From an optimization exercise on the open Yosys and OpenROAD flow, aimed at small area; shortcuts taken in it are not production practice.
Only simulation tests tie the RTL to the original design; equivalence was not proved.
The clock port is modelled as an ideal driver, which makes a skipped or thinned clock tree look cheaper than it is; a real chip needs a root buffer or a tree.

Setup of job 6253:
Design Student_Project, start of the top module:
module Student_Project(input [3:0] IO_PB, input [7:0] IO_DSW, input M_CLOCK, input rst,
		       output [7:0] IO_SSEG, output [3:0] IO_SSEGD, output [3:0] F_LED, output IO_SSEG_COL, output [7:0] IO_LED);
assign F_LED = 4'b0000;
assign IO_SSEG_COL = 1'b1;
reg [2:0] c8;
reg [4:0] c25;
reg ph;          
wire t2 = &c8;
wire blank = ~c25[4] & ~c25[3] & ~c25[0];
wire t1 = t2 & ~c25[3] & ~c25[2] & c25[1] & ~c25[0];
wire ap = t2 & ~c25[3] & ~c25[2] & c25[1] & c25[0];
wire [5:0] c25i = c25 + 5'd1;
always @(posedge M_CLOCK) begin
	if (rst) begin
		c8 <= 3'd4;
		c25 <= 5'd6;
	end else begin
		c8 <= c8 + 3'd1;
		if (t2)
			c25 <= {c25i[4:3], c25i[2:0] | {3{c25i[5]}}};
	end
	if (t2)
		ph <= blank | ~ph;
end
reg S;           
reg [2:0] r;     
reg [2:0] p;     
reg L;           
reg eok;         
wire [1:0] sp;
assign sp[0] = ~r[1]&p[0] | ~r[0]&~p[2]&~p[1]&p[0] | r[0]&p[2]&~p[1]&p[0] | r[1]&p[2]&~p[1]&~p[0] | r[1]&r[0]&~p[0] | r[2]&r[0]&~p[2]&~p[1]&~p[0] | r[2]&r[1]&~p[2]&p[1]&~p[0];
assign sp[1] = ~r[1]&~r[0]&~p[2] | ~r[2]&~r[1]&p[0] | ~r[0]&p[1]&~p[0] | p[2]&p[0] | ~r[2]&r[1]&r[0]&~p[1] | r[2]&~r[0]&~p[2]&~p[0] | r[2]&~r[1]&r[0]&~p[1] | r[2]&r[1]&r[0]&~p[2]&p[1];
reg [1:0] sf, sl;
always @* begin
	case (r)
		3'd0: begin sf = 2; sl = 2; end
		3'd1: begin sf = 0; sl = 3; end
		3'd2: begin sf = 0; sl = 2; end
		3'd3: begin sf = 3; sl = 0; end
		3'd4: begin sf = 2; sl = 0; end
		3'd5: begin sf = 3; sl = 3; end
		3'd6: begin sf = 2; sl = 2; end
		default: begin sf = 1; sl = 2; end
	endcase
end
wire [1:0] ci = S ? sp : sf;
wire ok = (IO_PB == ~(4'b1000 >> ci));
wire eq = (p == r);
wire [2:0] p1 = p + 3'd1;
wire [2:0] n = eq ? 3'd0 : p1;    
wire [2:0] r1 = r + 3'd1;
always @(posedge M_CLOCK) begin
	if (rst) begin
		S <= 1'b0;
		r <= 3'd0;
		p <= 3'd0;
		L <= 1'b0;
	end else if (t1) begin
		L <= ~S;
		if (!S) begin
  ...
Size in the first run: about 220 cells after synthesis, about 1700 um^2 of cells after synthesis.
export LEC_CHECK = 0
export CAP_MARGIN = 20
export CORE_MARGIN = 2
export CORE_UTILIZATION = 40
export GPL_TIMING_DRIVEN = 0
export PLACE_DENSITY = 0.6
export SLEW_MARGIN = 20
create_clock -name core_clock -period 10.0 [get_ports {M_CLOCK}]
standard.sh (not shown) runs the stock make flow with config.mk's settings and CLKGATE_MAP_FILE= SYNTH_SCRIPT=/design/flow/synth_recipe.tcl, a recipe that flattens the netlist after the stock synthesis.
==> flow/flow/run.sh <==
#!/bin/bash
# Standard synthesis, then the combinational logic re-mapped for area (registers
# untouched, result proven equal to the standard netlist), then the standard
# layout with small port buffers and a small clock tree.
set -euo pipefail
R=orfs/results/sky130hd/Student_Project/base
export LIB=$FLOW_HOME/platforms/sky130hd/lib/sky130_fd_sc_hd__tt_025C_1v80.lib
export DONT_USE="$(grep -o 'cell *( *"*sky130_fd_sc_hd__\(lpflow\|probe\)[a-z0-9_]*' $LIB | sed 's/.*(\s*"*//' | sort -u | tr '\n' ' ')"
bash standard.sh synth > 1_standard_synth.log 2>&1
cp $R/1_2_yosys.v std_netlist.v
# candidate ABC scripts: deepsyn with several seeds (two variants), and a
# plain area mapping
printf 'strash\ndch -f\nmap -a\ntopo\n' > abc_0.script
for s in $(seq 1 15); do
	printf '&get -n\n&st\n&deepsyn -T 60 -S %d\n&dch -f\n&nf -R 1000 -p\n&put\n' $s > abc_$s.script
done
for s in $(seq 16 19); do
	printf '&get -n\n&st\n&deepsyn -T 60 -S %d -t\n&dch -f\n&nf -R 1000 -p\n&put\n' $s > abc_$s.script
done
run_one() {
	IN=std_netlist.v OUT=reopt_$1.v ABCSCRIPT=abc_$1.script yosys -c flow/reopt.tcl > 2_reopt_$1.log 2>&1 || true
}
for b in 0 4 8 12 16; do
	for s in $b $((b+1)) $((b+2)) $((b+3)); do run_one $s & done
	wait
done
best=std_netlist.v
besta=1e12
for s in $(seq 0 19); do
	a=$(grep "Chip area for top module '.Student_Project'" 2_reopt_$s.log | tail -1 | awk '{print $NF}' || true)
	[[ -n "$a" && -s reopt_$s.v ]] || continue
	python3 -c "import sys; sys.exit(0 if float('$a') < float('$besta') else 1)" || continue
	if GOLD=std_netlist.v GATE=reopt_$s.v yosys -c flow/equiv.tcl > 3_equiv_$s.log 2>&1; then
		best=reopt_$s.v; besta=$a
	fi
done
echo "chosen netlist: $best ($besta)" > chosen.log
cp $best $R/1_2_yosys.v
rm -f $R/1_synth.odb $R/1_synth.sdc
bash standard.sh POST_CTS_TCL=$PWD/flow/post_cts.tcl POST_FLOORPLAN_TCL=$PWD/flow/post_floorplan.tcl BUFFER_PORTS_ARGS="-buffer_cell sky130_fd_sc_hd__buf_1" \
	CTS_ARGS="-sink_clustering_enable -repair_clock_nets -dont_use_dummy_load -buf_list sky130_fd_sc_hd__clkbuf_8 -root_buf sky130_fd_sc_hd__clkbuf_8 -sink_clustering_size 30 -sink_clustering_max_diameter 500" \
	finish > 4_standard_finish.log 2>&1
Other scripts of this flow, unchanged in this note and not shown: flow/flow/equiv.tcl, flow/flow/post_cts.tcl, flow/flow/post_floorplan.tcl, flow/flow/reopt.tcl
Input changes introduced in job 2493 (baseline for comparison: job 6253):
--- a/flow/config.mk
+++ b/flow/config.mk
@@ -11 +10,0 @@
-export GPL_TIMING_DRIVEN = 0
Findings:
Height of the chip across job 6253 and job 2493: no real change. Total track usage ended up 0.35 points higher on job 2493 than on job 6253. Diff job 6253 -> job 2493: detailed-route DRC error count held, combined area of the multi-input logic cells went down 20 um^2, via count of the first global-routing pass went up about 9%, final-layout worst hold slack went up 4.4 ps, worst setup slack after placement went down 500 ps. Diff job 6253 and job 2493: fmax lower in job 2493. | summed area of non-filler cells in the final layout | job 2493 vs job 6253 | worse |.

==> afterwards: timing with drivers on the ports <==
The flow's constraints put no driver on any port. The routed layouts listed below were extracted and timed again, unchanged, in two steps. Step 1 assumes that a clkbuf_16 drives the clock port and a buf_2 every other input. Step 2 adds t to the input delays and takes it off the output delays; t is the mean of the earliest and latest rising clock arrival at the registers after step 1. Input paths then give back, and output paths get back, about the clock's delay inside the block. a / b / c = no drivers / after step 1 / after step 2; a / b = the first two.
run | t, ns | setup slack, ns | worst hold slack (ns) | worst setup path at the end | clock arrival spread, ns
job 6253 | 0.191 | 5.983 / 5.953 / 6.144 | 0.463 / 0.463 / 0.463 | register to output | 0.008 / 0.008
job 2493 | 0.187 | 5.485 / 5.455 / 5.642 | 0.467 / 0.467 / 0.467 | register to output | 0.002 / 0.002
After both steps setup and hold are still met in every run listed.
